Source: an optimization exercise on an open RTL-to-GDS flow (aim: small area). Production flows keep margins and buffers that such runs may drop.
Only simulation tests tie the RTL to the original design; equivalence was not proved.
Power and IR drop assume default switching activity.

$ cat flow/config.mk
export PLATFORM = sky130hd
export DESIGN_NAME = NEO
export DESIGN_NICKNAME = NEO
export VERILOG_FILES = /design/flow/design.v
export SDC_FILE = /design/flow/constraint.sdc
export NUM_CORES = 4
export LEC_CHECK = 0
export CAP_MARGIN = 20
export CORE_MARGIN = 2
export CORE_UTILIZATION = 60
export PLACE_DENSITY = 0.75
export SLEW_MARGIN = 20
export SYNTH_HIERARCHICAL = 1
$ cat flow/constraint.sdc
create_clock -name core_clock -period 9.0 [get_ports {clk}]
set_input_delay 1.8000 -clock core_clock [delete_from_list [all_inputs] [get_ports {clk}]]
set_output_delay 1.8000 -clock core_clock [all_outputs]
set_load 0.01 [all_outputs]
$ cat flow/design.v
module NEO (Enable, Load, clk, rst, Full, Data_out, Data_in, write_en);
  input Enable, Load, clk, Full, rst;
  input signed [15:0] Data_in;
  output signed [31:0] Data_out;
  output write_en;
  reg state;
  wire start = state & ~Full;
  assign write_en = start & Load;
  always @(posedge clk or posedge rst)
    if (rst) state <= 1'b0;
    else if (state) state <= ~Full;
    else state <= Enable;
  reg signed [15:0] PP, Prev, Current, Ahead;
  wire [31:0] psi;
  always @(posedge clk)
    if (rst) begin
      PP <= 0; Prev <= 0; Current <= 0; Ahead <= 0;
    end else if (start) begin
      PP <= Prev; Prev <= Current; Current <= Ahead; Ahead <= Data_in;
    end
  assign Data_out = psi;
  wire n0 = Prev[1] & ~Prev[0];
  wire n1 = Prev[2] ^ Prev[1];
  wire n2 = (Prev[3] & ~Prev[2] & ~Prev[1]) | (~Prev[3] & Prev[2] & Prev[1]);
  wire n3 = ~(~Prev[3] & (Prev[2] | Prev[1]));
  wire n4 = ~(Prev[0] ^ n3);
  wire n5 = ~(Prev[1] ^ n3);
  wire n6 = ~n3;
  wire n7 = Prev[4] ^ Prev[3];
  wire n8 = (Prev[5] & ~Prev[4] & ~Prev[3]) | (~Prev[5] & Prev[4] & Prev[3]);
  wire n9 = ~(~Prev[5] & (Prev[4] | Prev[3]));
  wire n10 = ~(Prev[0] ^ n9);
  wire n11 = ~(Prev[1] ^ n9);
  wire n12 = ~(Prev[2] ^ n9);
  wire n13 = ~(Prev[3] ^ n9);
  wire n14 = ~n9;
  wire n15 = Prev[6] ^ Prev[5];
  wire n16 = (Prev[7] & ~Prev[6] & ~Prev[5]) | (~Prev[7] & Prev[6] & Prev[5]);
  wire n17 = ~(~Prev[7] & (Prev[6] | Prev[5]));
  wire n18 = ~(Prev[0] ^ n17);
  wire n19 = ~(Prev[1] ^ n17);
  wire n20 = ~(Prev[2] ^ n17);
  wire n21 = ~(Prev[3] ^ n17);
  wire n22 = ~(Prev[4] ^ n17);
  wire n23 = ~(Prev[5] ^ n17);
  wire n24 = ~n17;
  wire n25 = Prev[8] ^ Prev[7];
  wire n26 = (Prev[9] & ~Prev[8] & ~Prev[7]) | (~Prev[9] & Prev[8] & Prev[7]);
  wire n27 = ~(~Prev[9] & (Prev[8] | Prev[7]));
  wire n28 = ~(Prev[0] ^ n27);
  wire n29 = ~(Prev[1] ^ n27);
  wire n30 = ~(Prev[2] ^ n27);
  wire n31 = ~(Prev[3] ^ n27);
  wire n32 = ~(Prev[4] ^ n27);
  wire n33 = ~(Prev[5] ^ n27);
  wire n34 = ~(Prev[6] ^ n27);
  wire n35 = ~(Prev[7] ^ n27);
  wire n36 = ~n27;
  wire n37 = Prev[10] ^ Prev[9];
  wire n38 = (Prev[11] & ~Prev[10] & ~Prev[9]) | (~Prev[11] & Prev[10] & Prev[9]);
  wire n39 = ~(~Prev[11] & (Prev[10] | Prev[9]));
  wire n40 = ~(Prev[0] ^ n39);
  wire n41 = ~(Prev[1] ^ n39);
  wire n42 = ~(Prev[2] ^ n39);
  wire n43 = ~(Prev[3] ^ n39);
  wire n44 = ~(Prev[4] ^ n39);
  wire n45 = ~(Prev[5] ^ n39);
  wire n46 = ~(Prev[6] ^ n39);
  wire n47 = ~(Prev[7] ^ n39);
  wire n48 = ~(Prev[8] ^ n39);
  wire n49 = ~(Prev[9] ^ n39);
  wire n50 = ~n39;
  wire n51 = Prev[12] ^ Prev[11];
  wire n52 = (Prev[13] & ~Prev[12] & ~Prev[11]) | (~Prev[13] & Prev[12] & Prev[11]);
  wire n53 = ~(~Prev[13] & (Prev[12] | Prev[11]));
  wire n54 = ~(Prev[0] ^ n53);
  wire n55 = ~(Prev[1] ^ n53);
  wire n56 = ~(Prev[2] ^ n53);
  wire n57 = ~(Prev[3] ^ n53);
  wire n58 = ~(Prev[4] ^ n53);
  wire n59 = ~(Prev[5] ^ n53);
  wire n60 = ~(Prev[6] ^ n53);
  wire n61 = ~(Prev[7] ^ n53);
  wire n62 = ~(Prev[8] ^ n53);
  wire n63 = ~(Prev[9] ^ n53);
  wire n64 = ~(Prev[10] ^ n53);
  wire n65 = ~(Prev[11] ^ n53);
  wire n66 = ~n53;
  wire n67 = Prev[14] ^ Prev[13];
  wire n68 = (Prev[15] & ~Prev[14] & ~Prev[13]) | (~Prev[15] & Prev[14] & Prev[13]);
  wire n69 = ~(~Prev[15] & (Prev[14] | Prev[13]));
  wire n70 = ~(Prev[0] ^ n69);
  wire n71 = ~(Prev[1] ^ n69);
  wire n72 = ~(Prev[2] ^ n69);
  wire n73 = ~(Prev[3] ^ n69);
  wire n74 = ~(Prev[4] ^ n69);
  wire n75 = ~(Prev[5] ^ n69);
  wire n76 = ~(Prev[6] ^ n69);
  wire n77 = ~(Prev[7] ^ n69);
  wire n78 = ~(Prev[8] ^ n69);
  wire n79 = ~(Prev[9] ^ n69);
  wire n80 = ~(Prev[10] ^ n69);
  wire n81 = ~(Prev[11] ^ n69);
  wire n82 = ~(Prev[12] ^ n69);
  wire n83 = ~(Prev[13] ^ n69);
  wire n84 = ~n69;
  wire n85 = Current[0] ^ 1'b0;
  wire n86 = (Current[1] & ~Current[0] & ~1'b0) | (~Current[1] & Current[0] & 1'b0);
  wire n87 = ~(Current[1] & ~(Current[0] & 1'b0));
  wire n88 = ~(PP[0] ^ n87);
  wire n89 = ~(PP[1] ^ n87);
  wire n90 = ~(PP[2] ^ n87);
  wire n91 = ~(PP[3] ^ n87);
  wire n92 = ~(PP[4] ^ n87);
  wire n93 = ~(PP[5] ^ n87);
  wire n94 = ~(PP[6] ^ n87);
  wire n95 = ~(PP[7] ^ n87);
  wire n96 = ~(PP[8] ^ n87);
  wire n97 = ~(PP[9] ^ n87);
  wire n98 = ~(PP[10] ^ n87);
  wire n99 = ~(PP[11] ^ n87);
  wire n100 = ~(PP[12] ^ n87);
  wire n101 = ~(PP[13] ^ n87);
  wire n102 = ~(PP[14] ^ n87);
  wire n103 = ~(PP[15] ^ n87);
  wire n104 = ~n87;
  wire n105 = Current[2] ^ Current[1];
  wire n106 = (Current[3] & ~Current[2] & ~Current[1]) | (~Current[3] & Current[2] & Current[1]);
  wire n107 = ~(Current[3] & ~(Current[2] & Current[1]));
  wire n108 = ~(PP[0] ^ n107);
  wire n109 = ~(PP[1] ^ n107);
  wire n110 = ~(PP[2] ^ n107);
  wire n111 = ~(PP[3] ^ n107);
  wire n112 = ~(PP[4] ^ n107);
  wire n113 = ~(PP[5] ^ n107);
  wire n114 = ~(PP[6] ^ n107);
  wire n115 = ~(PP[7] ^ n107);
  wire n116 = ~(PP[8] ^ n107);
  wire n117 = ~(PP[9] ^ n107);
  wire n118 = ~(PP[10] ^ n107);
  wire n119 = ~(PP[11] ^ n107);
  wire n120 = ~(PP[12] ^ n107);
  wire n121 = ~(PP[13] ^ n107);
  wire n122 = ~(PP[14] ^ n107);
  wire n123 = ~(PP[15] ^ n107);
  wire n124 = ~n107;
  wire n125 = Current[4] ^ Current[3];
  wire n126 = (Current[5] & ~Current[4] & ~Current[3]) | (~Current[5] & Current[4] & Current[3]);
  wire n127 = ~(Current[5] & ~(Current[4] & Current[3]));
  wire n128 = ~(PP[0] ^ n127);
  wire n129 = ~(PP[1] ^ n127);
  wire n130 = ~(PP[2] ^ n127);
  wire n131 = ~(PP[3] ^ n127);
  wire n132 = ~(PP[4] ^ n127);
  wire n133 = ~(PP[5] ^ n127);
  wire n134 = ~(PP[6] ^ n127);
  wire n135 = ~(PP[7] ^ n127);
  wire n136 = ~(PP[8] ^ n127);
  wire n137 = ~(PP[9] ^ n127);
  wire n138 = ~(PP[10] ^ n127);
  wire n139 = ~(PP[11] ^ n127);
  wire n140 = ~(PP[12] ^ n127);
  wire n141 = ~(PP[13] ^ n127);
  wire n142 = ~(PP[14] ^ n127);
  wire n143 = ~(PP[15] ^ n127);
  wire n144 = ~n127;
  wire n145 = Current[6] ^ Current[5];
  wire n146 = (Current[7] & ~Current[6] & ~Current[5]) | (~Current[7] & Current[6] & Current[5]);
  wire n147 = ~(Current[7] & ~(Current[6] & Current[5]));
  wire n148 = ~(PP[0] ^ n147);
  wire n149 = ~(PP[1] ^ n147);
  wire n150 = ~(PP[2] ^ n147);
  wire n151 = ~(PP[3] ^ n147);
  wire n152 = ~(PP[4] ^ n147);
  wire n153 = ~(PP[5] ^ n147);
  wire n154 = ~(PP[6] ^ n147);
  wire n155 = ~(PP[7] ^ n147);
  wire n156 = ~(PP[8] ^ n147);
  wire n157 = ~(PP[9] ^ n147);
  wire n158 = ~(PP[10] ^ n147);
  wire n159 = ~(PP[11] ^ n147);
  wire n160 = ~(PP[12] ^ n147);
  wire n161 = ~(PP[13] ^ n147);
  wire n162 = ~(PP[14] ^ n147);
  wire n163 = ~(PP[15] ^ n147);
  wire n164 = ~n147;
  wire n165 = Current[8] ^ Current[7];
  wire n166 = (Current[9] & ~Current[8] & ~Current[7]) | (~Current[9] & Current[8] & Current[7]);
  wire n167 = ~(Current[9] & ~(Current[8] & Current[7]));
  wire n168 = ~(PP[0] ^ n167);
  wire n169 = ~(PP[1] ^ n167);
  wire n170 = ~(PP[2] ^ n167);
  wire n171 = ~(PP[3] ^ n167);
  wire n172 = ~(PP[4] ^ n167);
  wire n173 = ~(PP[5] ^ n167);
  wire n174 = ~(PP[6] ^ n167);
  wire n175 = ~(PP[7] ^ n167);
  wire n176 = ~(PP[8] ^ n167);
  wire n177 = ~(PP[9] ^ n167);
  wire n178 = ~(PP[10] ^ n167);
  wire n179 = ~(PP[11] ^ n167);
  wire n180 = ~(PP[12] ^ n167);
  wire n181 = ~(PP[13] ^ n167);
  wire n182 = ~(PP[14] ^ n167);
  wire n183 = ~(PP[15] ^ n167);
  wire n184 = ~n167;
  wire n185 = Current[10] ^ Current[9];
  wire n186 = (Current[11] & ~Current[10] & ~Current[9]) | (~Current[11] & Current[10] & Current[9]);
  wire n187 = ~(Current[11] & ~(Current[10] & Current[9]));
  wire n188 = ~(PP[0] ^ n187);
  wire n189 = ~(PP[1] ^ n187);
  wire n190 = ~(PP[2] ^ n187);
  wire n191 = ~(PP[3] ^ n187);
  wire n192 = ~(PP[4] ^ n187);
  wire n193 = ~(PP[5] ^ n187);
  wire n194 = ~(PP[6] ^ n187);
  wire n195 = ~(PP[7] ^ n187);
  wire n196 = ~(PP[8] ^ n187);
  wire n197 = ~(PP[9] ^ n187);
  wire n198 = ~(PP[10] ^ n187);
  wire n199 = ~(PP[11] ^ n187);
  wire n200 = ~(PP[12] ^ n187);
  wire n201 = ~(PP[13] ^ n187);
  wire n202 = ~(PP[14] ^ n187);
  wire n203 = ~(PP[15] ^ n187);
  wire n204 = ~n187;
  wire n205 = Current[12] ^ Current[11];
  wire n206 = (Current[13] & ~Current[12] & ~Current[11]) | (~Current[13] & Current[12] & Current[11]);
  wire n207 = ~(Current[13] & ~(Current[12] & Current[11]));
  wire n208 = ~(PP[0] ^ n207);
  wire n209 = ~(PP[1] ^ n207);
  wire n210 = ~(PP[2] ^ n207);
  wire n211 = ~(PP[3] ^ n207);
  wire n212 = ~(PP[4] ^ n207);
  wire n213 = ~(PP[5] ^ n207);
  wire n214 = ~(PP[6] ^ n207);
  wire n215 = ~(PP[7] ^ n207);
  wire n216 = ~(PP[8] ^ n207);
  wire n217 = ~(PP[9] ^ n207);
  wire n218 = ~(PP[10] ^ n207);
  wire n219 = ~(PP[11] ^ n207);
  wire n220 = ~(PP[12] ^ n207);
  wire n221 = ~(PP[13] ^ n207);
  wire n222 = ~(PP[14] ^ n207);
  wire n223 = ~(PP[15] ^ n207);
  wire n224 = ~n207;
  wire n225 = Current[14] ^ Current[13];
  wire n226 = (Current[15] & ~Current[14] & ~Current[13]) | (~Current[15] & Current[14] & Current[13]);
  wire n227 = ~(Current[15] & ~(Current[14] & Current[13]));
  wire n228 = ~(PP[0] ^ n227);
  wire n229 = ~(PP[1] ^ n227);
  wire n230 = ~(PP[2] ^ n227);
  wire n231 = ~(PP[3] ^ n227);
  wire n232 = ~(PP[4] ^ n227);
  wire n233 = ~(PP[5] ^ n227);
  wire n234 = ~(PP[6] ^ n227);
  wire n235 = ~(PP[7] ^ n227);
  wire n236 = ~(PP[8] ^ n227);
  wire n237 = ~(PP[9] ^ n227);
  wire n238 = ~(PP[10] ^ n227);
  wire n239 = ~(PP[11] ^ n227);
  wire n240 = ~(PP[12] ^ n227);
  wire n241 = ~(PP[13] ^ n227);
  wire n242 = ~(PP[14] ^ n227);
  wire n243 = ~(PP[15] ^ n227);
  wire n244 = ~n227;
  wire n245 = ~n16;
  wire n246;
  XNOR2 un246 (.a(n69), .b(~((n25 & n34) | (n26 & n33))), .y(n246));
  wire n247 = n69 | ~((n25 & n34) | (n26 & n33));
  wire n248 = n25 ^ ~((n25 & n35) | (n26 & n34));
  wire n249 = n25 & ~((n25 & n35) | (n26 & n34));
  wire n250 = ~n7;
  wire n251 = n27 ^ ((n7 | n8) & n13);
  wire n252 = n27 & ((n7 | n8) & n13);
  wire n253;
  XNOR2 un253 (.a(n8), .b(n187), .y(n253));
  wire n254 = n8 | n187;
  wire n255 = ~((n15 & n21) | (n16 & n20)) ^ ~((n25 & n29) | (n26 & n28));
  wire n256 = ~((n15 & n21) | (n16 & n20)) & ~((n25 & n29) | (n26 & n28));
  wire n257;
  XNOR2 un257 (.a(n39), .b(~((n15 & n22) | (n16 & n21))), .y(n257));
  wire n258 = n39 | ~((n15 & n22) | (n16 & n21));
  wire n259, n260;
  FA un259 (.a(~((n25 & n30) | (n26 & n29))), .b(~((n37 & n40) | (n38 & n50))), .c(~((n85 & n99) | (n86 & n98))), .s(n259), .co(n260));
  wire n261;
  XNOR2 un261 (.a(n15), .b(n207), .y(n261));
  wire n262 = n15 | n207;
  wire n263, n264;
  FA un263 (.a(~((n15 & n23) | (n16 & n22))), .b(~((n25 & n31) | (n26 & n30))), .c(~((n37 & n41) | (n38 & n40))), .s(n263), .co(n264));
  wire n265, n266;
  FA un265 (.a(~((n85 & n100) | (n86 & n99))), .b(~((n105 & n118) | (n106 & n117))), .c(~((n125 & n136) | (n126 & n135))), .s(n265), .co(n266));
  wire n267, n268;
  FA un267 (.a(n53), .b(((n15 | n16) & n23)), .c(~((n25 & n32) | (n26 & n31))), .s(n267), .co(n268));
  wire n269, n270;
  FA un269 (.a(~((n37 & n42) | (n38 & n41))), .b(~((n51 & n54) | (n52 & n66))), .c(~((n85 & n101) | (n86 & n100))), .s(n269), .co(n270));
  wire n271, n272;
  FA un271 (.a(~((n105 & n119) | (n106 & n118))), .b(~((n125 & n137) | (n126 & n136))), .c(~((n145 & n155) | (n146 & n154))), .s(n271), .co(n272));
  wire n273, n274;
  FA un273 (.a(n227), .b(n245), .c(~((n25 & n33) | (n26 & n32))), .s(n273), .co(n274));
  wire n275, n276;
  FA un275 (.a(~((n37 & n43) | (n38 & n42))), .b(~((n51 & n55) | (n52 & n54))), .c(~((n85 & n102) | (n86 & n101))), .s(n275), .co(n276));
  wire n277, n278;
  FA un277 (.a(~((n105 & n120) | (n106 & n119))), .b(~((n125 & n138) | (n126 & n137))), .c(~((n145 & n156) | (n146 & n155))), .s(n277), .co(n278));
  wire n279 = ~((n165 & n174) | (n166 & n173)) ^ ~((n185 & n192) | (n186 & n191));
  wire n280 = ~((n165 & n174) | (n166 & n173)) & ~((n185 & n192) | (n186 & n191));
  wire n281, n282;
  FA un281 (.a(n16), .b(~((n37 & n44) | (n38 & n43))), .c(~((n51 & n56) | (n52 & n55))), .s(n281), .co(n282));
  wire n283, n284;
  FA un283 (.a(~((n67 & n70) | (n68 & n84))), .b(~((n85 & n103) | (n86 & n102))), .c(~((n105 & n121) | (n106 & n120))), .s(n283), .co(n284));
  wire n285, n286;
  FA un285 (.a(~((n125 & n139) | (n126 & n138))), .b(~((n145 & n157) | (n146 & n156))), .c(~((n165 & n175) | (n166 & n174))), .s(n285), .co(n286));
  wire n287, n288;
  FA un287 (.a(~((n185 & n193) | (n186 & n192))), .b(~((n205 & n211) | (n206 & n210))), .c(~((n225 & n229) | (n226 & n228))), .s(n287), .co(n288));
  wire n289, n290;
  FA un289 (.a(~((n37 & n45) | (n38 & n44))), .b(~((n51 & n57) | (n52 & n56))), .c(~((n67 & n71) | (n68 & n70))), .s(n289), .co(n290));
  wire n291, n292;
  FA un291 (.a(((n85 & n103) | (n86 & n103))), .b(~((n105 & n122) | (n106 & n121))), .c(~((n125 & n140) | (n126 & n139))), .s(n291), .co(n292));
  wire n293, n294;
  FA un293 (.a(~((n145 & n158) | (n146 & n157))), .b(~((n165 & n176) | (n166 & n175))), .c(~((n185 & n194) | (n186 & n193))), .s(n293), .co(n294));
  wire n295, n296;
  FA un295 (.a(~((n205 & n212) | (n206 & n211))), .b(~((n225 & n230) | (n226 & n229))), .c(n248), .s(n295), .co(n296));
  wire n297, n298;
  FA un297 (.a(((n25 | n26) & n35)), .b(~((n37 & n46) | (n38 & n45))), .c(~((n51 & n58) | (n52 & n57))), .s(n297), .co(n298));
  wire n299, n300;
  FA un299 (.a(~((n67 & n72) | (n68 & n71))), .b(~((n105 & n123) | (n106 & n122))), .c(~((n125 & n141) | (n126 & n140))), .s(n299), .co(n300));
  wire n301, n302;
  FA un301 (.a(~((n145 & n159) | (n146 & n158))), .b(~((n165 & n177) | (n166 & n176))), .c(~((n185 & n195) | (n186 & n194))), .s(n301), .co(n302));
  wire n303 = ~((n205 & n213) | (n206 & n212)) ^ ~((n225 & n231) | (n226 & n230));
  wire n304 = ~((n205 & n213) | (n206 & n212)) & ~((n225 & n231) | (n226 & n230));
  wire n305, n306;
  FA un305 (.a(n26), .b(~((n37 & n47) | (n38 & n46))), .c(~((n51 & n59) | (n52 & n58))), .s(n305), .co(n306));
  wire n307, n308;
  FA un307 (.a(~((n67 & n73) | (n68 & n72))), .b(((n105 & n123) | (n106 & n123))), .c(~((n125 & n142) | (n126 & n141))), .s(n307), .co(n308));
  wire n309, n310;
  FA un309 (.a(~((n145 & n160) | (n146 & n159))), .b(~((n165 & n178) | (n166 & n177))), .c(~((n185 & n196) | (n186 & n195))), .s(n309), .co(n310));
  wire n311;
  XNOR2 un311 (.a(~((n37 & n48) | (n38 & n47))), .b(~((n51 & n60) | (n52 & n59))), .y(n311));
  wire n312 = ~((n37 & n48) | (n38 & n47)) | ~((n51 & n60) | (n52 & n59));
  wire n313, n314;
  FA un313 (.a(~((n67 & n74) | (n68 & n73))), .b(~((n125 & n143) | (n126 & n142))), .c(~((n145 & n161) | (n146 & n160))), .s(n313), .co(n314));
  wire n315, n316;
  FA un315 (.a(n37), .b(~((n37 & n49) | (n38 & n48))), .c(~((n51 & n61) | (n52 & n60))), .s(n315), .co(n316));
  wire n317 = ~((n67 & n75) | (n68 & n74)) ^ ((n125 & n143) | (n126 & n143));
  wire n318 = ~((n67 & n75) | (n68 & n74)) & ((n125 & n143) | (n126 & n143));
  wire n319 = ((n37 | n38) & n49) ^ ~((n51 & n62) | (n52 & n61));
  wire n320 = ((n37 | n38) & n49) & ~((n51 & n62) | (n52 & n61));
  wire n321 = ~n9;
  wire n322;
  XNOR2 un322 (.a(n2), .b(n147), .y(n322));
  wire n323 = n2 | n147;
  wire n324 = ~((n7 & n11) | (n8 & n10)) ^ ~((n85 & n94) | (n86 & n93));
  wire n325 = ~((n7 & n11) | (n8 & n10)) & ~((n85 & n94) | (n86 & n93));
  wire n326;
  XNOR2 un326 (.a(n17), .b(~((n7 & n12) | (n8 & n11))), .y(n326));
  wire n327 = n17 | ~((n7 & n12) | (n8 & n11));
  wire n328, n329;
  FA un328 (.a(~((n15 & n18) | (n16 & n24))), .b(~((n85 & n95) | (n86 & n94))), .c(~((n105 & n113) | (n106 & n112))), .s(n328), .co(n329));
  wire n330, n331;
  FA un330 (.a(n167), .b(n250), .c(~((n7 & n13) | (n8 & n12))), .s(n330), .co(n331));
  wire n332, n333;
  FA un332 (.a(~((n15 & n19) | (n16 & n18))), .b(~((n85 & n96) | (n86 & n95))), .c(~((n105 & n114) | (n106 & n113))), .s(n332), .co(n333));
  wire n334 = ~((n125 & n132) | (n126 & n131)) ^ ~((n145 & n150) | (n146 & n149));
  wire n335 = ~((n125 & n132) | (n126 & n131)) & ~((n145 & n150) | (n146 & n149));
  wire n336, n337;
  FA un336 (.a(n7), .b(~((n15 & n20) | (n16 & n19))), .c(~((n25 & n28) | (n26 & n36))), .s(n336), .co(n337));
  wire n338, n339;
  FA un338 (.a(~((n85 & n97) | (n86 & n96))), .b(~((n105 & n115) | (n106 & n114))), .c(~((n125 & n133) | (n126 & n132))), .s(n338), .co(n339));
  wire n340, n341;
  FA un340 (.a(~((n145 & n151) | (n146 & n150))), .b(~((n165 & n169) | (n166 & n168))), .c(n251), .s(n340), .co(n341));
  wire n342, n343;
  FA un342 (.a(~((n85 & n98) | (n86 & n97))), .b(~((n105 & n116) | (n106 & n115))), .c(~((n125 & n134) | (n126 & n133))), .s(n342), .co(n343));
  wire n344, n345;
  FA un344 (.a(~((n145 & n152) | (n146 & n151))), .b(~((n165 & n170) | (n166 & n169))), .c(~((n185 & n188) | (n186 & n204))), .s(n344), .co(n345));
  wire n346, n347;
  FA un346 (.a(n253), .b(n252), .c(n255), .s(n346), .co(n347));
  wire n348, n349;
  FA un348 (.a(~((n105 & n117) | (n106 & n116))), .b(~((n125 & n135) | (n126 & n134))), .c(~((n145 & n153) | (n146 & n152))), .s(n348), .co(n349));
  wire n350, n351;
  FA un350 (.a(~((n165 & n171) | (n166 & n170))), .b(~((n185 & n189) | (n186 & n188))), .c(n254), .s(n350), .co(n351));
  wire n352, n353;
  FA un352 (.a(n256), .b(n257), .c(n259), .s(n352), .co(n353));
  wire n354, n355;
  FA un354 (.a(~((n145 & n154) | (n146 & n153))), .b(~((n165 & n172) | (n166 & n171))), .c(~((n185 & n190) | (n186 & n189))), .s(n354), .co(n355));
  wire n356, n357;
  FA un356 (.a(~((n205 & n208) | (n206 & n224))), .b(n261), .c(n258), .s(n356), .co(n357));
  wire n358, n359;
  FA un358 (.a(n260), .b(n263), .c(n265), .s(n358), .co(n359));
  wire n360, n361;
  FA un360 (.a(~((n165 & n173) | (n166 & n172))), .b(~((n185 & n191) | (n186 & n190))), .c(~((n205 & n209) | (n206 & n208))), .s(n360), .co(n361));
  wire n362, n363;
  FA un362 (.a(n262), .b(n264), .c(n266), .s(n362), .co(n363));
  wire n364, n365;
  FA un364 (.a(n267), .b(n269), .c(n271), .s(n364), .co(n365));
  wire n366, n367;
  FA un366 (.a(~((n205 & n210) | (n206 & n209))), .b(~((n225 & n228) | (n226 & n244))), .c(n279), .s(n366), .co(n367));
  wire n368, n369;
  FA un368 (.a(n268), .b(n270), .c(n272), .s(n368), .co(n369));
  wire n370, n371;
  FA un370 (.a(n273), .b(n275), .c(n277), .s(n370), .co(n371));
  wire n372, n373;
  FA un372 (.a(n280), .b(n274), .c(n276), .s(n372), .co(n373));
  wire n374, n375;
  FA un374 (.a(n278), .b(n246), .c(n281), .s(n374), .co(n375));
  wire n376, n377;
  FA un376 (.a(n283), .b(n285), .c(n287), .s(n376), .co(n377));
  wire n378, n379;
  FA un378 (.a(n247), .b(n282), .c(n284), .s(n378), .co(n379));
  wire n380, n381;
  FA un380 (.a(n286), .b(n288), .c(n289), .s(n380), .co(n381));
  wire n382, n383;
  FA un382 (.a(n291), .b(n293), .c(n295), .s(n382), .co(n383));
  wire n384, n385;
  FA un384 (.a(n249), .b(n303), .c(n290), .s(n384), .co(n385));
  wire n386, n387;
  FA un386 (.a(n292), .b(n294), .c(n297), .s(n386), .co(n387));
  wire n388, n389;
  FA un388 (.a(n299), .b(n301), .c(n296), .s(n388), .co(n389));
  wire n390, n391;
  FA un390 (.a(~((n205 & n214) | (n206 & n213))), .b(~((n225 & n232) | (n226 & n231))), .c(n304), .s(n390), .co(n391));
  wire n392, n393;
  FA un392 (.a(n298), .b(n300), .c(n302), .s(n392), .co(n393));
  wire n394, n395;
  FA un394 (.a(n305), .b(n307), .c(n309), .s(n394), .co(n395));
  wire n396, n397;
  FA un396 (.a(~((n165 & n179) | (n166 & n178))), .b(~((n185 & n197) | (n186 & n196))), .c(~((n205 & n215) | (n206 & n214))), .s(n396), .co(n397));
  wire n398, n399;
  FA un398 (.a(~((n225 & n233) | (n226 & n232))), .b(n306), .c(n308), .s(n398), .co(n399));
  wire n400, n401;
  FA un400 (.a(n310), .b(n311), .c(n313), .s(n400), .co(n401));
  wire n402, n403;
  FA un402 (.a(~((n145 & n162) | (n146 & n161))), .b(~((n165 & n180) | (n166 & n179))), .c(~((n185 & n198) | (n186 & n197))), .s(n402), .co(n403));
  wire n404, n405;
  FA un404 (.a(~((n205 & n216) | (n206 & n215))), .b(~((n225 & n234) | (n226 & n233))), .c(n317), .s(n404), .co(n405));
  wire n406, n407;
  FA un406 (.a(n312), .b(n314), .c(n315), .s(n406), .co(n407));
  wire n408, n409;
  FA un408 (.a(~((n67 & n76) | (n68 & n75))), .b(~((n145 & n163) | (n146 & n162))), .c(~((n165 & n181) | (n166 & n180))), .s(n408), .co(n409));
  wire n410, n411;
  FA un410 (.a(~((n185 & n199) | (n186 & n198))), .b(~((n205 & n217) | (n206 & n216))), .c(~((n225 & n235) | (n226 & n234))), .s(n410), .co(n411));
  wire n412, n413;
  FA un412 (.a(n318), .b(n319), .c(n316), .s(n412), .co(n413));
  wire n414, n415;
  FA un414 (.a(n38), .b(~((n51 & n63) | (n52 & n62))), .c(~((n67 & n77) | (n68 & n76))), .s(n414), .co(n415));
  wire n416, n417;
  FA un416 (.a(((n145 & n163) | (n146 & n163))), .b(~((n165 & n182) | (n166 & n181))), .c(~((n185 & n200) | (n186 & n199))), .s(n416), .co(n417));
  wire n418, n419;
  FA un418 (.a(~((n205 & n218) | (n206 & n217))), .b(~((n225 & n236) | (n226 & n235))), .c(n320), .s(n418), .co(n419));
  wire n420;
  XNOR2 un420 (.a(~((n51 & n64) | (n52 & n63))), .b(~((n67 & n78) | (n68 & n77))), .y(n420));
  wire n421 = ~((n51 & n64) | (n52 & n63)) | ~((n67 & n78) | (n68 & n77));
  wire n422, n423;
  FA un422 (.a(~((n165 & n183) | (n166 & n182))), .b(~((n185 & n201) | (n186 & n200))), .c(~((n205 & n219) | (n206 & n218))), .s(n422), .co(n423));
  wire n424, n425;
  FA un424 (.a(n51), .b(~((n51 & n65) | (n52 & n64))), .c(~((n67 & n79) | (n68 & n78))), .s(n424), .co(n425));
  wire n426 = ((n165 & n183) | (n166 & n183)) ^ ~((n185 & n202) | (n186 & n201));
  wire n427 = ((n165 & n183) | (n166 & n183)) & ~((n185 & n202) | (n186 & n201));
  wire n428 = ((n51 | n52) & n65) ^ ~((n67 & n80) | (n68 & n79));
  wire n429 = ((n51 | n52) & n65) & ~((n67 & n80) | (n68 & n79));
  wire n430, n431;
  FA un430 (.a(n1), .b(n127), .c(~((n1 & n5) | (n2 & n4))), .s(n430), .co(n431));
  wire n432, n433;
  FA un432 (.a(n321), .b(((n1 | n2) & n5)), .c(~((n7 & n10) | (n8 & n14))), .s(n432), .co(n433));
  wire n434 = ~((n85 & n93) | (n86 & n92)) ^ ~((n105 & n111) | (n106 & n110));
  wire n435 = ~((n85 & n93) | (n86 & n92)) & ~((n105 & n111) | (n106 & n110));
  wire n436, n437;
  FA un436 (.a(n9), .b(~((n105 & n112) | (n106 & n111))), .c(~((n125 & n130) | (n126 & n129))), .s(n436), .co(n437));
  wire n438, n439;
  FA un438 (.a(~((n145 & n148) | (n146 & n164))), .b(n322), .c(n324), .s(n438), .co(n439));
  wire n440, n441;
  FA un440 (.a(~((n125 & n131) | (n126 & n130))), .b(~((n145 & n149) | (n146 & n148))), .c(n323), .s(n440), .co(n441));
  wire n442, n443;
  FA un442 (.a(n325), .b(n326), .c(n328), .s(n442), .co(n443));
  wire n444, n445;
  FA un444 (.a(~((n165 & n168) | (n166 & n184))), .b(n334), .c(n327), .s(n444), .co(n445));
  wire n446, n447;
  FA un446 (.a(n329), .b(n330), .c(n332), .s(n446), .co(n447));
  wire n448, n449;
  FA un448 (.a(n335), .b(n331), .c(n333), .s(n448), .co(n449));
  wire n450, n451;
  FA un450 (.a(n336), .b(n338), .c(n340), .s(n450), .co(n451));
  wire n452, n453;
  FA un452 (.a(n337), .b(n339), .c(n342), .s(n452), .co(n453));
  wire n454, n455;
  FA un454 (.a(n344), .b(n341), .c(n346), .s(n454), .co(n455));
  wire n456, n457;
  FA un456 (.a(n343), .b(n345), .c(n348), .s(n456), .co(n457));
  wire n458, n459;
  FA un458 (.a(n350), .b(n347), .c(n352), .s(n458), .co(n459));
  wire n460, n461;
  FA un460 (.a(n349), .b(n351), .c(n354), .s(n460), .co(n461));
  wire n462, n463;
  FA un462 (.a(n353), .b(n356), .c(n358), .s(n462), .co(n463));
  wire n464, n465;
  FA un464 (.a(n355), .b(n360), .c(n357), .s(n464), .co(n465));
  wire n466, n467;
  FA un466 (.a(n359), .b(n362), .c(n364), .s(n466), .co(n467));
  wire n468, n469;
  FA un468 (.a(n361), .b(n366), .c(n363), .s(n468), .co(n469));
  wire n470, n471;
  FA un470 (.a(n365), .b(n368), .c(n370), .s(n470), .co(n471));
  wire n472, n473;
  FA un472 (.a(n367), .b(n369), .c(n371), .s(n472), .co(n473));
  wire n474, n475;
  FA un474 (.a(n372), .b(n374), .c(n376), .s(n474), .co(n475));
  wire n476, n477;
  FA un476 (.a(n373), .b(n375), .c(n377), .s(n476), .co(n477));
  wire n478, n479;
  FA un478 (.a(n378), .b(n380), .c(n382), .s(n478), .co(n479));
  wire n480, n481;
  FA un480 (.a(n379), .b(n381), .c(n384), .s(n480), .co(n481));
  wire n482, n483;
  FA un482 (.a(n386), .b(n388), .c(n383), .s(n482), .co(n483));
  wire n484, n485;
  FA un484 (.a(n390), .b(n385), .c(n387), .s(n484), .co(n485));
  wire n486, n487;
  FA un486 (.a(n392), .b(n394), .c(n389), .s(n486), .co(n487));
  wire n488, n489;
  FA un488 (.a(n396), .b(n391), .c(n393), .s(n488), .co(n489));
  wire n490, n491;
  FA un490 (.a(n395), .b(n398), .c(n400), .s(n490), .co(n491));
  wire n492, n493;
  FA un492 (.a(n397), .b(n402), .c(n404), .s(n492), .co(n493));
  wire n494, n495;
  FA un494 (.a(n399), .b(n401), .c(n406), .s(n494), .co(n495));
  wire n496, n497;
  FA un496 (.a(n403), .b(n408), .c(n410), .s(n496), .co(n497));
  wire n498, n499;
  FA un498 (.a(n405), .b(n407), .c(n412), .s(n498), .co(n499));
  wire n500, n501;
  FA un500 (.a(n409), .b(n411), .c(n414), .s(n500), .co(n501));
  wire n502, n503;
  FA un502 (.a(n416), .b(n418), .c(n413), .s(n502), .co(n503));
  wire n504, n505;
  FA un504 (.a(~((n225 & n237) | (n226 & n236))), .b(n415), .c(n417), .s(n504), .co(n505));
  wire n506, n507;
  FA un506 (.a(n420), .b(n422), .c(n419), .s(n506), .co(n507));
  wire n508, n509;
  FA un508 (.a(~((n205 & n220) | (n206 & n219))), .b(~((n225 & n238) | (n226 & n237))), .c(n426), .s(n508), .co(n509));
  wire n510, n511;
  FA un510 (.a(n421), .b(n423), .c(n424), .s(n510), .co(n511));
  wire n512, n513;
  FA un512 (.a(~((n185 & n203) | (n186 & n202))), .b(~((n205 & n221) | (n206 & n220))), .c(~((n225 & n239) | (n226 & n238))), .s(n512), .co(n513));
  wire n514, n515;
  FA un514 (.a(n427), .b(n428), .c(n425), .s(n514), .co(n515));
  wire n516, n517;
  FA un516 (.a(n52), .b(~((n67 & n81) | (n68 & n80))), .c(((n185 & n203) | (n186 & n203))), .s(n516), .co(n517));
  wire n518, n519;
  FA un518 (.a(~((n205 & n222) | (n206 & n221))), .b(~((n225 & n240) | (n226 & n239))), .c(n429), .s(n518), .co(n519));
  wire n520;
  XNOR2 un520 (.a(~((n67 & n82) | (n68 & n81))), .b(~((n205 & n223) | (n206 & n222))), .y(n520));
  wire n521 = ~((n67 & n82) | (n68 & n81)) | ~((n205 & n223) | (n206 & n222));
  wire n522 = n67 ^ ~((n67 & n83) | (n68 & n82));
  wire n523 = n67 & ~((n67 & n83) | (n68 & n82));
  wire n524 = n0 ^ n107;
  wire n525 = n0 & n107;
  wire n526, n527;
  FA un526 (.a(n3), .b(~((n1 & n4) | (n2 & n6))), .c(~((n85 & n91) | (n86 & n90))), .s(n526), .co(n527));
  wire n528, n529;
  FA un528 (.a(~((n85 & n92) | (n86 & n91))), .b(~((n105 & n110) | (n106 & n109))), .c(~((n125 & n128) | (n126 & n144))), .s(n528), .co(n529));
  wire n530, n531;
  FA un530 (.a(~((n125 & n129) | (n126 & n128))), .b(n434), .c(n431), .s(n530), .co(n531));
  wire n532, n533;
  FA un532 (.a(n435), .b(n433), .c(n436), .s(n532), .co(n533));
  wire n534, n535;
  FA un534 (.a(n437), .b(n440), .c(n439), .s(n534), .co(n535));
  wire n536, n537;
  FA un536 (.a(n441), .b(n443), .c(n444), .s(n536), .co(n537));
  wire n538, n539;
  FA un538 (.a(n445), .b(n447), .c(n448), .s(n538), .co(n539));
  wire n540, n541;
  FA un540 (.a(n449), .b(n452), .c(n451), .s(n540), .co(n541));
  wire n542, n543;
  FA un542 (.a(n453), .b(n456), .c(n455), .s(n542), .co(n543));
  wire n544, n545;
  FA un544 (.a(n457), .b(n460), .c(n459), .s(n544), .co(n545));
  wire n546, n547;
  FA un546 (.a(n461), .b(n464), .c(n463), .s(n546), .co(n547));
  wire n548, n549;
  FA un548 (.a(n465), .b(n468), .c(n467), .s(n548), .co(n549));
  wire n550, n551;
  FA un550 (.a(n469), .b(n472), .c(n471), .s(n550), .co(n551));
  wire n552, n553;
  FA un552 (.a(n473), .b(n476), .c(n475), .s(n552), .co(n553));
  wire n554, n555;
  FA un554 (.a(n477), .b(n480), .c(n479), .s(n554), .co(n555));
  wire n556, n557;
  FA un556 (.a(n481), .b(n484), .c(n486), .s(n556), .co(n557));
  wire n558, n559;
  FA un558 (.a(n485), .b(n488), .c(n490), .s(n558), .co(n559));
  wire n560, n561;
  FA un560 (.a(n492), .b(n489), .c(n491), .s(n560), .co(n561));
  wire n562, n563;
  FA un562 (.a(n496), .b(n493), .c(n498), .s(n562), .co(n563));
  wire n564, n565;
  FA un564 (.a(n497), .b(n500), .c(n502), .s(n564), .co(n565));
  wire n566, n567;
  FA un566 (.a(n501), .b(n504), .c(n506), .s(n566), .co(n567));
  wire n568, n569;
  FA un568 (.a(n508), .b(n505), .c(n510), .s(n568), .co(n569));
  wire n570, n571;
  FA un570 (.a(n512), .b(n509), .c(n511), .s(n570), .co(n571));
  wire n572, n573;
  FA un572 (.a(n513), .b(n516), .c(n518), .s(n572), .co(n573));
  wire n574, n575;
  FA un574 (.a(~((n225 & n241) | (n226 & n240))), .b(n517), .c(n520), .s(n574), .co(n575));
  wire n576, n577;
  FA un576 (.a(((n205 & n223) | (n206 & n223))), .b(~((n225 & n242) | (n226 & n241))), .c(n522), .s(n576), .co(n577));
  wire n578 = ((n67 | n68) & n83) ^ ~((n225 & n243) | (n226 & n242));
  wire n579 = ((n67 | n68) & n83) & ~((n225 & n243) | (n226 & n242));
  wire n580 = Prev[0] ^ n87;
  wire n581 = Prev[0] & n87;
  wire n582 = n524 ^ ~((n85 & n90) | (n86 & n89));
  wire n583 = n524 & ~((n85 & n90) | (n86 & n89));
  wire n584, n585;
  FA un584 (.a(n525), .b(~((n105 & n109) | (n106 & n108))), .c(n526), .s(n584), .co(n585));
  wire n586, n587;
  FA un586 (.a(n527), .b(n430), .c(n528), .s(n586), .co(n587));
  wire n588, n589;
  FA un588 (.a(n529), .b(n432), .c(n530), .s(n588), .co(n589));
  wire n590, n591;
  FA un590 (.a(n438), .b(n531), .c(n532), .s(n590), .co(n591));
  wire n592, n593;
  FA un592 (.a(n533), .b(n442), .c(n534), .s(n592), .co(n593));
  wire n594, n595;
  FA un594 (.a(n446), .b(n535), .c(n536), .s(n594), .co(n595));
  wire n596, n597;
  FA un596 (.a(n450), .b(n537), .c(n538), .s(n596), .co(n597));
  wire n598, n599;
  FA un598 (.a(n454), .b(n539), .c(n540), .s(n598), .co(n599));
  wire n600, n601;
  FA un600 (.a(n458), .b(n541), .c(n542), .s(n600), .co(n601));
  wire n602, n603;
  FA un602 (.a(n462), .b(n543), .c(n544), .s(n602), .co(n603));
  wire n604, n605;
  FA un604 (.a(n466), .b(n545), .c(n546), .s(n604), .co(n605));
  wire n606, n607;
  FA un606 (.a(n470), .b(n547), .c(n548), .s(n606), .co(n607));
  wire n608, n609;
  FA un608 (.a(n474), .b(n549), .c(n550), .s(n608), .co(n609));
  wire n610, n611;
  FA un610 (.a(n478), .b(n551), .c(n552), .s(n610), .co(n611));
  wire n612, n613;
  FA un612 (.a(n482), .b(n553), .c(n554), .s(n612), .co(n613));
  wire n614, n615;
  FA un614 (.a(n483), .b(n555), .c(n556), .s(n614), .co(n615));
  wire n616, n617;
  FA un616 (.a(n487), .b(n558), .c(n557), .s(n616), .co(n617));
  wire n618, n619;
  FA un618 (.a(n494), .b(n559), .c(n560), .s(n618), .co(n619));
  wire n620, n621;
  FA un620 (.a(n495), .b(n561), .c(n562), .s(n620), .co(n621));
  wire n622, n623;
  FA un622 (.a(n499), .b(n564), .c(n563), .s(n622), .co(n623));
  wire n624, n625;
  FA un624 (.a(n503), .b(n566), .c(n565), .s(n624), .co(n625));
  wire n626, n627;
  FA un626 (.a(n507), .b(n568), .c(n567), .s(n626), .co(n627));
  wire n628, n629;
  FA un628 (.a(n514), .b(n570), .c(n569), .s(n628), .co(n629));
  wire n630, n631;
  FA un630 (.a(n515), .b(n572), .c(n571), .s(n630), .co(n631));
  wire n632, n633;
  FA un632 (.a(n519), .b(n574), .c(n573), .s(n632), .co(n633));
  wire n634, n635;
  FA un634 (.a(n521), .b(n576), .c(n575), .s(n634), .co(n635));
  wire n636, n637;
  FA un636 (.a(n523), .b(n578), .c(n577), .s(n636), .co(n637));
  wire n638, n639;
  FA un638 (.a(n68), .b(((n225 & n243) | (n226 & n243))), .c(n579), .s(n638), .co(n639));
  wire n640 = ~((n85 & n88) | (n86 & n104)) ^ n580;
  wire n641 = ~((n85 & n88) | (n86 & n104)) & n580;
  wire n642, n643;
  FA un642 (.a(~((n85 & n89) | (n86 & n88))), .b(n581), .c(n641), .s(n642), .co(n643));
  wire n644, n645;
  FA un644 (.a(~((n105 & n108) | (n106 & n124))), .b(n582), .c(n643), .s(n644), .co(n645));
  wire n646, n647;
  FA un646 (.a(n584), .b(n583), .c(n645), .s(n646), .co(n647));
  wire n648, n649;
  FA un648 (.a(n586), .b(n585), .c(n647), .s(n648), .co(n649));
  wire n650, n651;
  FA un650 (.a(n588), .b(n587), .c(n649), .s(n650), .co(n651));
  wire n652, n653;
  FA un652 (.a(n590), .b(n589), .c(n651), .s(n652), .co(n653));
  wire n654, n655;
  FA un654 (.a(n592), .b(n591), .c(n653), .s(n654), .co(n655));
  wire [23:0] fa0 = {1'b1, n638, n636, n634, n632, n630, n628, n626, n624, n622, n620, n618, n616, n614, n612, n610, n608, n606, n604, n602, n600, n598, n596, n594};
  wire [23:0] fa1 = {n639, n637, n635, n633, n631, n629, n627, n625, n623, n621, n619, n617, n615, n613, n611, n609, n607, n605, n603, n601, n599, n597, n595, n593};
  wire [23:0] g0 = fa0 & fa1;
  wire [23:0] p0 = fa0 ^ fa1;
  wire n656 = g0[0] | (p0[0] & n655);
  wire n657 = g0[1] | (p0[1] & n656);
  wire n658 = p0[1] & p0[0];
  wire n659 = g0[3] | (p0[3] & g0[2]);
  wire n660 = p0[3] & p0[2];
  wire n661 = g0[5] | (p0[5] & g0[4]);
  wire n662 = p0[5] & p0[4];
  wire n663 = g0[7] | (p0[7] & g0[6]);
  wire n664 = p0[7] & p0[6];
  wire n665 = g0[9] | (p0[9] & g0[8]);
  wire n666 = p0[9] & p0[8];
  wire n667 = g0[11] | (p0[11] & g0[10]);
  wire n668 = p0[11] & p0[10];
  wire n669 = g0[13] | (p0[13] & g0[12]);
  wire n670 = p0[13] & p0[12];
  wire n671 = g0[15] | (p0[15] & g0[14]);
  wire n672 = p0[15] & p0[14];
  wire n673 = g0[17] | (p0[17] & g0[16]);
  wire n674 = p0[17] & p0[16];
  wire n675 = g0[19] | (p0[19] & g0[18]);
  wire n676 = p0[19] & p0[18];
  wire n677 = g0[21] | (p0[21] & g0[20]);
  wire n678 = p0[21] & p0[20];
  wire n679 = g0[23] | (p0[23] & g0[22]);
  wire n680 = p0[23] & p0[22];
  wire n681 = n659 | (n660 & n657);
  wire n682 = n660 & n658;
  wire n683 = n663 | (n664 & n661);
  wire n684 = n664 & n662;
  wire n685 = n667 | (n668 & n665);
  wire n686 = n668 & n666;
  wire n687 = n671 | (n672 & n669);
  wire n688 = n672 & n670;
  wire n689 = n675 | (n676 & n673);
  wire n690 = n676 & n674;
  wire n691 = n679 | (n680 & n677);
  wire n692 = n680 & n678;
  wire n693 = n683 | (n684 & n681);
  wire n694 = n684 & n682;
  wire n695 = n687 | (n688 & n685);
  wire n696 = n688 & n686;
  wire n697 = n691 | (n692 & n689);
  wire n698 = n692 & n690;
  wire n699 = n695 | (n696 & n693);
  wire n700 = n696 & n694;
  wire n701 = n697 | (n698 & n699);
  wire n702 = n698 & n700;
  wire n703 = n685 | (n686 & n693);
  wire n704 = n686 & n694;
  wire n705 = n689 | (n690 & n699);
  wire n706 = n690 & n700;
  wire n707 = n661 | (n662 & n681);
  wire n708 = n662 & n682;
  wire n709 = n665 | (n666 & n693);
  wire n710 = n666 & n694;
  wire n711 = n669 | (n670 & n703);
  wire n712 = n670 & n704;
  wire n713 = n673 | (n674 & n699);
  wire n714 = n674 & n700;
  wire n715 = n677 | (n678 & n705);
  wire n716 = n678 & n706;
  wire n717 = g0[2] | (p0[2] & n657);
  wire n718 = p0[2] & n658;
  wire n719 = g0[4] | (p0[4] & n681);
  wire n720 = p0[4] & n682;
  wire n721 = g0[6] | (p0[6] & n707);
  wire n722 = p0[6] & n708;
  wire n723 = g0[8] | (p0[8] & n693);
  wire n724 = p0[8] & n694;
  wire n725 = g0[10] | (p0[10] & n709);
  wire n726 = p0[10] & n710;
  wire n727 = g0[12] | (p0[12] & n703);
  wire n728 = p0[12] & n704;
  wire n729 = g0[14] | (p0[14] & n711);
  wire n730 = p0[14] & n712;
  wire n731 = g0[16] | (p0[16] & n699);
  wire n732 = p0[16] & n700;
  wire n733 = g0[18] | (p0[18] & n713);
  wire n734 = p0[18] & n714;
  wire n735 = g0[20] | (p0[20] & n705);
  wire n736 = p0[20] & n706;
  wire n737 = g0[22] | (p0[22] & n715);
  wire n738 = p0[22] & n716;
  wire n739 = p0[0] ^ n655;
  wire n740 = p0[1] ^ n656;
  wire n741 = p0[2] ^ n657;
  wire n742 = p0[3] ^ n717;
  wire n743 = p0[4] ^ n681;
  wire n744 = p0[5] ^ n719;
  wire n745 = p0[6] ^ n707;
  wire n746 = p0[7] ^ n721;
  wire n747 = p0[8] ^ n693;
  wire n748 = p0[9] ^ n723;
  wire n749 = p0[10] ^ n709;
  wire n750 = p0[11] ^ n725;
  wire n751 = p0[12] ^ n703;
  wire n752 = p0[13] ^ n727;
  wire n753 = p0[14] ^ n711;
  wire n754 = p0[15] ^ n729;
  wire n755 = p0[16] ^ n699;
  wire n756 = p0[17] ^ n731;
  wire n757 = p0[18] ^ n713;
  wire n758 = p0[19] ^ n733;
  wire n759 = p0[20] ^ n705;
  wire n760 = p0[21] ^ n735;
  wire n761 = p0[22] ^ n715;
  wire n762 = p0[23] ^ n737;
  wire [23:0] fsum = {n762, n761, n760, n759, n758, n757, n756, n755, n754, n753, n752, n751, n750, n749, n748, n747, n746, n745, n744, n743, n742, n741, n740, n739};
  assign psi = {fsum, n654, n652, n650, n648, n646, n644, n642, n640};
endmodule
module FA (a, b, c, s, co);
  input a, b, c;
  output s, co;
  assign s = a ^ b ^ c;
  assign co = (a & b) | (a & c) | (b & c);
endmodule
module XNOR2 (a, b, y);
  input a, b;
  output y;
  assign y = ~(a ^ b);
endmodule
$ cat flow/flow/run.sh
#!/bin/bash
# Own layout flow: the standard ORFS flow (standard.sh, unchanged
# synthesis), with these changes to the layout steps:
#  - port buffers use the smallest buffer cell (every port still gets one);
#  - ABC's buffers are removed at floorplan and global placement is not
#    timing driven (no gain-based rebuffering; timing repair still runs);
#  - clock tree built from small clock buffers, without dummy loads;
#  - no repair after global routing (its parasitic estimate is pessimistic);
#    instead the post-CTS timing repair aims 0.1 ns above zero slack.
# Each step's output goes to its own log here; ORFS's own logs are under orfs/logs.
set -euo pipefail
export BUFFER_PORTS_ARGS="-buffer_cell sky130_fd_sc_hd__buf_1"
export REMOVE_ABC_BUFFERS=1
export GPL_TIMING_DRIVEN=0
export SKIP_INCREMENTAL_REPAIR=1
export SETUP_SLACK_MARGIN=0.1
export CTS_ARGS="-sink_clustering_enable -repair_clock_nets -dont_use_dummy_load -buf_list sky130_fd_sc_hd__clkbuf_4 -root_buf sky130_fd_sc_hd__clkbuf_8"
bash standard.sh synth > synth.log 2>&1
bash standard.sh finish > layout.log 2>&1
$ cat flow/standard.sh
#!/bin/bash
# synth_recipe.tcl (not shown) runs the flow's synth.tcl, then flattens the netlist and writes it again
# the make line also repeats each setting of config.mk as NAME=value (left out here)
make -C /OpenROAD-flow-scripts/flow DESIGN_CONFIG=/design/flow/config.mk WORK_HOME=/design/flow/orfs CLKGATE_MAP_FILE= SYNTH_SCRIPT=/design/flow/synth_recipe.tcl "${@:-finish}"
==> impl_metrics.tcl, run 1 <==
set metrics [dict create \
    outcome "complete, no violations" \
    crit_start "Prev[1]" \
    num_vias 8732 \
    vdd_drop_max_mv 0.136 \
    ys_seq_area_share_pct 11.1 \
    syn_avg_cell_area_um2 9.17 \
    fin_crit_ns 8.84 \
    die_w_um 144 \
    ff2ff_path_depth 4 \
    cts_setup_buffers 1 \
    drcViolationCount 0 \
    reg2reg_slack_ns 7.41 \
    die_h_um 144 \
    cts_tree "yes" \
    post-route-period-util_pct 98.3 \
    final-hold-violation-count 0 \
    hold_buffers 0 \
    die-area_mm2 0.0207 \
    power_density_mw_per_mm2 80.1 \
    antenna_found_initial 0 \
    start_util_pct 60.7 \
    syn_area_mm2 0.0117 \
    multi_input_area_mm2 0.00943 \
    synthArstFlopShare_pct 1.54 \
    yosysWarnings 7 \
    viasPerCell 5.92 \
    total_power_uw 940 \
    nets 1475 \
    start_kind "flop" \
    clock.fmax_mhz 113 \
    cts.sinks 65 \
    design_area_mm2 0.0117 \
    worstSetupPathType "flop to primary output" \
    insertion_delay_ns 0.36 \
    placed_cell_area_mm2 0.0115 \
    ys_seq_elements 65 \
    cap_viol_max_count 0 \
    synth_flop_cell "dfxtp_1" \
    hp-class "flop to flop" \
    globalRouteOverflowTotal 0 \
    endpoint "Data_out[31]" \
    coreArea_mm2 0.0193 \
    n_fill_cell 1756 \
    synth_top_area_share_pct 32.4 \
    synth_area_leaders "fa_1 32%, dfxtp_1 11%, xnor2_1 10%, a22oi_1 8.6%, ha_1 5.5%" \
    grt_max_degree 66 \
    grt_pass1_vias 8824 \
    cp_max_fo 7 \
    clk_path_buf_depth 2 \
    io_pins 54 \
    setup.worst_path.end_class "primary output" \
    synth_edf_count 0 \
    drt_wl_total_um 27700 \
    cp.arrival_ns 7.04 \
    drive_above_1_share_pct 3.47 \
    grt_pass1_wl_um 45200 \
    dr.pass1.iters 5 \
    n_antenna_cell 0 \
    yosys-top-cells-count "190 x fa_1, 158 x nand2_1, 135 x a22oi_1, 135 x xnor2_1, 109 x a21oi_1" \
    syn_inst 1280 \
    gp_congestion 1.02 \
    slew_viol_final 0 \
    area_growth_pct -0.0431 \
    yosysMostFrequentCell "fa_1" \
    cts_made_buffers 9 \
    rr_endpoint "Prev[2]" \
    yosysUniqueCellTypes 49 \
    num_rows 51 \
    cts_root_buffer "clkbuf_8" \
    synth_top_cell_by_area "fa_1" \
    seqCellArea_mm2 0.00131 \
    regToRegStartpoint "state" \
    port_buffers 53 \
    hpwl_um 21700 \
    p_leak_nw 3.74 \
    maxSlewHeadroom_pct 17.9 \
    gr-usage-all-layers_pct 28.3 \
    ant_nets 0 \
    wire_per_inst_um 18.8 \
    clk_pin_slew_worst_paths_ns 0.08 \
    worstPathRequired_ns 7.20 \
    cts_max_level 3 \
    fin_skew_ns 0.0240 \
    tightest_slew_ns 1.22 \
    cts_resized 15 \
    dr.first_iter.drc_count 870 \
    setup_viol 0 \
]
==> per-layer routing <==
metal / up-vias / global-route usage, % / share of wire (%)
li1: 4086 / - / -
met1: 4255 / 37.8 / 43
met2: 315 / 46.6 / 48
met3: 76 / 3.53 / 5.2
met4: 0 / 11.8 / 4.2
met5: - / 0 / 0
==> cell type report <==
cell class,count,share of cell area (%)
sequential,65,11.2
clock buffer,9,1.06
timing repair buffer,56,2.11
inverter,73,2.39
tap,265,2.83
multi-input combinational,1007,80.4
==> critical path, cell delays in order (launching register included) <==
cell	delay, ns
dfxtp_2	0.41
inv_2	0.14
ha_1	0.26
nor2_4	0.14
inv_1	0.09
and3_1	0.18
a21oi_1	0.17
fa_1	0.47
fa_1	0.47
fa_1	0.44
fa_1	0.40
fa_1	0.43
fa_1	0.42
fa_1	0.37
inv_1	0.07
fa_1	0.18
fa_1	0.22
nand2b_1	0.14
a21o_1	0.21
a31oi_4	0.16
a311oi_4	0.42
o211ai_1	0.18
fa_1	0.40
xnor2_1	0.15
buf_1	0.16
==> state kept, by name, summed over array words and instances (netlist names) <==
signal and flops:
Prev 16, Current 16, PP 16, state 1
Ahead 16
==> placed cells by master (no fill, tap or decap), types with 4 or more instances in the layout <==
cell       count
o21a_1        12
nor2_1        37
nor2_4         5
a22oi_1      135
o21ai_0       14
nand2b_1      11
a21oi_1      109
o22a_1        10
ha_1          52
nor2b_1        4
and3_1         7
o21ai_2        5
dfxtp_1       60
nor3_1         8
nand3_1        5
fa_1         190
a21boi_0       5
a2bb2oi_1      6
clkbuf_8       9
buf_1         52
inv_1         66
xnor2_1      135
nand2_1      158
xor2_1        69
==> logic make-up after synthesis <==
logic type	after synthesis	synth area share (%)
AO/OA/AOI/OAI	311	17.5
XOR/XNOR	204	15.2
adder cells (fa/ha/maj)	242	38.0
buffers and inverters	208	8.98
flip-flops	65	11.1
AND/OR/NAND/NOR	250	9.19
==> Yosys stat by module (local to each module, per instance) <==
module	flip-flops and latches	cells	area [um^2]	copies in the design
XNOR2	0	1	8.76	9
FA	0	1	20.0	177
NEO	65	1094	8110	1
==> worst min path at each step <==
stage / startpoint / end / depth (start not counted) / slack (ns)
6_report: Ahead[3] / Current[3] / 2 / 0.43
5_1_grt: Ahead[3] / Current[3] / 2 / 0.45
4_1_cts: Ahead[3] / Current[3] / 2 / 0.43
3_5_place_dp: Ahead[2] / Current[2] / 2 / 0.44
3_3_place_gp: Ahead[0] / Current[0] / 2 / 0.44
2_1_floorplan: Ahead[0] / Current[0] / 2 / 0.43
==> power by group <==
part	leakage (nW)	internal, mW	switching, mW	total, mW
clock	0.0647	0.0888	0.0967	0.186
sequential	0.532	0.295	0.00844	0.303
combinational	3.15	0.183	0.268	0.451
total	3.74	0.567	0.373	0.940
==> per-stage QoR <==
stage / setup slack [ns] / instances / hold WS (ns) / setup TNS [ns] / util, %
after global routing: -0.292 / 1475 / 0.445 / -1.51 / 60.7
after global placement: -0.405 / 1463 / 0.437 / -2.01 / 59.4
after CTS: 0.109 / 1475 / 0.434 / 0 / 60.7
after detailed placement: -0.492 / 1465 / 0.445 / -3.14 / 59.7
after floorplan: 0.658 / 1145 / 0.426 / 0 / -
final: 0.155 / 1475 / 0.427 / 0 / 60.7
==> run 2, diff against run 1 <==
--- a/flow/design.v
+++ b/flow/design.v
@@ -12,12 +12,16 @@
     else state <= Enable;
   reg signed [15:0] PP, Prev, Current, Ahead;
   wire [31:0] psi;
-  always @(posedge clk)
-    if (rst) begin
-      PP <= 0; Prev <= 0; Current <= 0; Ahead <= 0;
-    end else if (start) begin
-      PP <= Prev; Prev <= Current; Current <= Ahead; Ahead <= Data_in;
-    end
+  wire ld = start & ~rst;
+  wire hold = ~start & ~rst;
+  wire [15:0] ldv = {16{ld}};
+  wire [15:0] holdv = {16{hold}};
+  always @(posedge clk) begin
+    PP <= (ldv & Prev) | (holdv & PP);
+    Prev <= (ldv & Current) | (holdv & Prev);
+    Current <= (ldv & Ahead) | (holdv & Current);
+    Ahead <= (ldv & Data_in) | (holdv & Ahead);
+  end
   assign Data_out = psi;
   wire n0 = Prev[1] & ~Prev[0];
   wire n1 = Prev[2] ^ Prev[1];
--- a/flow/config.mk
+++ b/flow/config.mk
@@ -7,7 +7,6 @@
 export LEC_CHECK = 0
 export CAP_MARGIN = 20
 export CORE_MARGIN = 2
-export CORE_UTILIZATION = 60
-export PLACE_DENSITY = 0.75
+export CORE_UTILIZATION = 40
 export SLEW_MARGIN = 20
 export SYNTH_HIERARCHICAL = 1
==> impl_metrics.tcl, run 2 <==
set metrics [dict create \
    outcome "complete, no violations" \
    cp.arrival_ns 6.94 \
    yosysUniqueCellTypes 54 \
    final-hold-violation-count 0 \
    cts_made_buffers 9 \
    synth_top_family_by_area "adder cells" \
    drive_above_1_share_pct 4.50 \
    drcViolationCount 0 \
    syn_area_mm2 0.0115 \
    cts.sinks 65 \
    synth_area_leaders "fa_1 33%, dfxtp_1 11%, xnor2_1 10%, a22oi_1 9.0%, ha_1 5.6%" \
    cts_root_buffer "clkbuf_8" \
    grt_pass1_wl_um 46800 \
    cts_max_level 3 \
    total_power_uw 940 \
    hold_buffers 0 \
    post-route-period-util_pct 97.1 \
    nets 1376 \
    syn_inst 1175 \
    antenna_found_initial 0 \
    ys_seq_elements 65 \
    grt_pass1_vias 8473 \
    die-area_mm2 0.0302 \
    dr.pass1.iters 5 \
    clk_pin_slew_worst_paths_ns 0.08 \
    yosys-top-cells-count "190 x fa_1, 139 x a22oi_1, 133 x xnor2_1" \
    vdd_drop_max_mv 0.100 \
    gp_congestion 0.920 \
    path_cells "inv_1 -> ha_1 -> nor2_4 -> inv_1 -> and3_1 -> a21oi_1 -> fa_1 -> fa_1 -> fa_1 -> fa_1 -> fa_1 -> ha_1 -> and4_1 -> o21ai_0 -> a21oi_2 -> a21oi_4 -> o31ai_1 -> fa_1 -> buf_1" \
    cp_max_fo 15 \
    synthMuxAreaShare_pct 0.0868 \
    slowest_stage "dfxtp_1" \
    fin_skew_ns 0.0256 \
    cts_resized 16 \
    maxSlewHeadroom_pct 26.3 \
    drt_wl_total_um 28900 \
    clk_path_buf_depth 2 \
    die_w_um 174 \
    ff2ff_path_depth 5 \
    io_pins 54 \
    num_vias 8417 \
    cap_viol_max_count 0 \
    setup_viol 0 \
    whs_ns 0.451 \
    cp_common_cell "fa_1" \
    die_h_um 174 \
    layout_setup_ws_ns 0.262 \
    cts_tree "yes" \
    tightest_slew_ns 1.10 \
    port_buffers 53 \
    viasPerCell 5.63 \
    synth_top_cell_by_area "fa_1" \
    wire_per_inst_um 19.3 \
    worstPathRequired_ns 7.20 \
    synth_compound_area_share_pct 21.2 \
    mostFrequentLayoutCell "fa_1" \
    n_antenna_cell 0 \
    coreArea_mm2 0.0285 \
    fin_util_pct 41.5 \
    p_leak_nw 3.81 \
    yosysMostFrequentCell "fa_1" \
    synthArstFlopShare_pct 1.54 \
    slowest_delay_ns 0.60 \
    ys_seq_area_share_pct 11.3 \
    synth_edf_count 0 \
    fin_crit_ns 8.74 \
    area_growth_pct 2.69 \
    placed_cell_area_mm2 0.0117 \
    globalRouteOverflowTotal 0 \
    gr-usage-all-layers_pct 19.4 \
    worstSetupPathType "flop to primary output" \
    clock.fmax_mhz 114 \
    ant_nets 0 \
    layout_common_cells "190 x fa_1, 139 x a22oi_1, 133 x xnor2_1, 66 x inv_1, 64 x a22o_1" \
    cts_setup_buffers 0 \
    synth_top_area_share_pct 33.0 \
    start_kind "flop" \
    syn_avg_cell_area_um2 9.82 \
    design_area_mm2 0.0118 \
    synth_flop_cell "dfxtp_1" \
    power_density_mw_per_mm2 79.4 \
    place_ws_ns -0.395 \
    start_util_pct 40.4 \
    synth-adder-area-share_pct 38.6 \
    whs_path_depth 1 \
    grt_max_degree 48 \
    insertion_delay_ns 0.33 \
    dr.first_iter.drc_count 573 \
    synth-simple-area-share_pct 5.82 \
    hp-class "flop to flop" \
    hpwl_um 22900 \
    synth_xor_area_share_pct 14.3 \
    setup.worst_path.end_class "primary output" \
    num_rows 62 \
    slew_viol_final 0 \
    yosysWarnings 7 \
]
-- run 2: cell types whose count changed after synthesis, sizes merged, moves of 6 or more --
| cell | delta |
|---|---|
| a21oi | -80 |
| nand2 | -121 |
| clkbuf | +13 |
| nor2b | +18 |
| xor2 | -13 |
| o22a | -9 |
| a31oi | +19 |
| a211oi | +13 |
| buf | -17 |
| a22o | +64 |
| nor3 | -6 |
-- run 2: where the power goes --
group,switching [mW],internal (mW)
registers,0.00952,0.296
clock network,0.0911,0.0889
logic,0.272,0.183
total,0.373,0.567
-- run 2: stage by stage --
step	cells	setup TNS (ns)
after CTS	1495	0
after detailed placement	1485	-2.45
after global placement	1481	-2.53
final	1495	0
after global routing	1495	-1.33
after floorplan	1044	0
-- run 2: final cells by class --
cell class	count	area, um^2
Fill cell	2858	16700
Multi-Input combinational cell	903	9340
Sequential cell	65	1310
Tap cell	384	480
Timing Repair Buffer	57	297
Inverter	76	290
Clock buffer	9	124
Timing Repair inverter	1	5.00
-- run 2: critical path: cells and delay by family (launching register included) --
| kind | cells | cell delay, ns |
|---|---|---|
| compound gates | 5 | 1.14 |
| flops | 1 | 0.60 |
| buf+inv | 3 | 0.51 |
| fa+ha+maj | 8 | 3.50 |
| simple gates | 3 | 0.84 |
-- run 2: final timing paths --
kind	to	start	slack (ns)
max in group asynchronous	state	rst	7.50
worst min-delay path	Current[2]	Ahead[2]	0.45
worst max-delay path	Data_out[30]	Prev[13]	0.26
worst min register to register	Current[2]	Ahead[2]	0.45
min in group asynchronous	state	rst	1.40
worst max register to register	Prev[1]	state	7.48
-- run 2: modules after synthesis, one instance, submodules excluded --
module  times used  cells  cell area [um^2]  flip-flops and latches
FA             177      1              20.0                       0
NEO              1    989              7910                      65
XNOR2            9      1              8.76                       0
-- run 2: cell families (layout without fill, tap and decap cells) --
logic type	count (synthesis)	in the layout
AOI/OAI and AO/OA	333	333
adders and majority gates	242	242
buffers and inverters	207	143
xor gates and xnor gates	189	189
and+or+nand+nor	138	138
DFF	65	65
muxes	1	1
-- run 2: routing by layer --
metal  vias up  track usage (%)  routed length, um
met5         -                0                  0
met4         0             4.34                565
met3        38             2.15               1420
met2       245             33.6              14100
met1      4213             26.2              12800
li1       3921                -                  -

[port drivers added, routing unchanged]
The results above use ideal ports. As a check the final layouts listed here were re-extracted and re-timed, cells and wires unchanged.
Step 1 sets driving cells, clkbuf_16 on the clock port and buf_2 on the other inputs (assumed; they add their load-dependent delay and slew).
Step 2, shift: input delay + t, output delay - t, t = (earliest + latest rising clock arrival at the registers) / 2. This alone moves slack from input paths to output paths.
a / b / c = ideal ports / drivers / drivers and shift; a / b = the first two.
| run | t (ns) | slack for setup (ns) | hold slack, ns | worst setup path at the end | slew at the worst register clock pin (ns) |
|---|---|---|---|---|---|
| run 1 | 0.374 | 0.155 / 0.124 / 0.498 | 0.427 / 0.427 / 0.427 | register to output | 0.08 / 0.08 |
| run 2 | 0.359 | 0.262 / 0.225 / 0.584 | 0.451 / 0.451 / 0.451 | register to output | 0.08 / 0.08 |
After both steps every run listed still meets setup and hold.
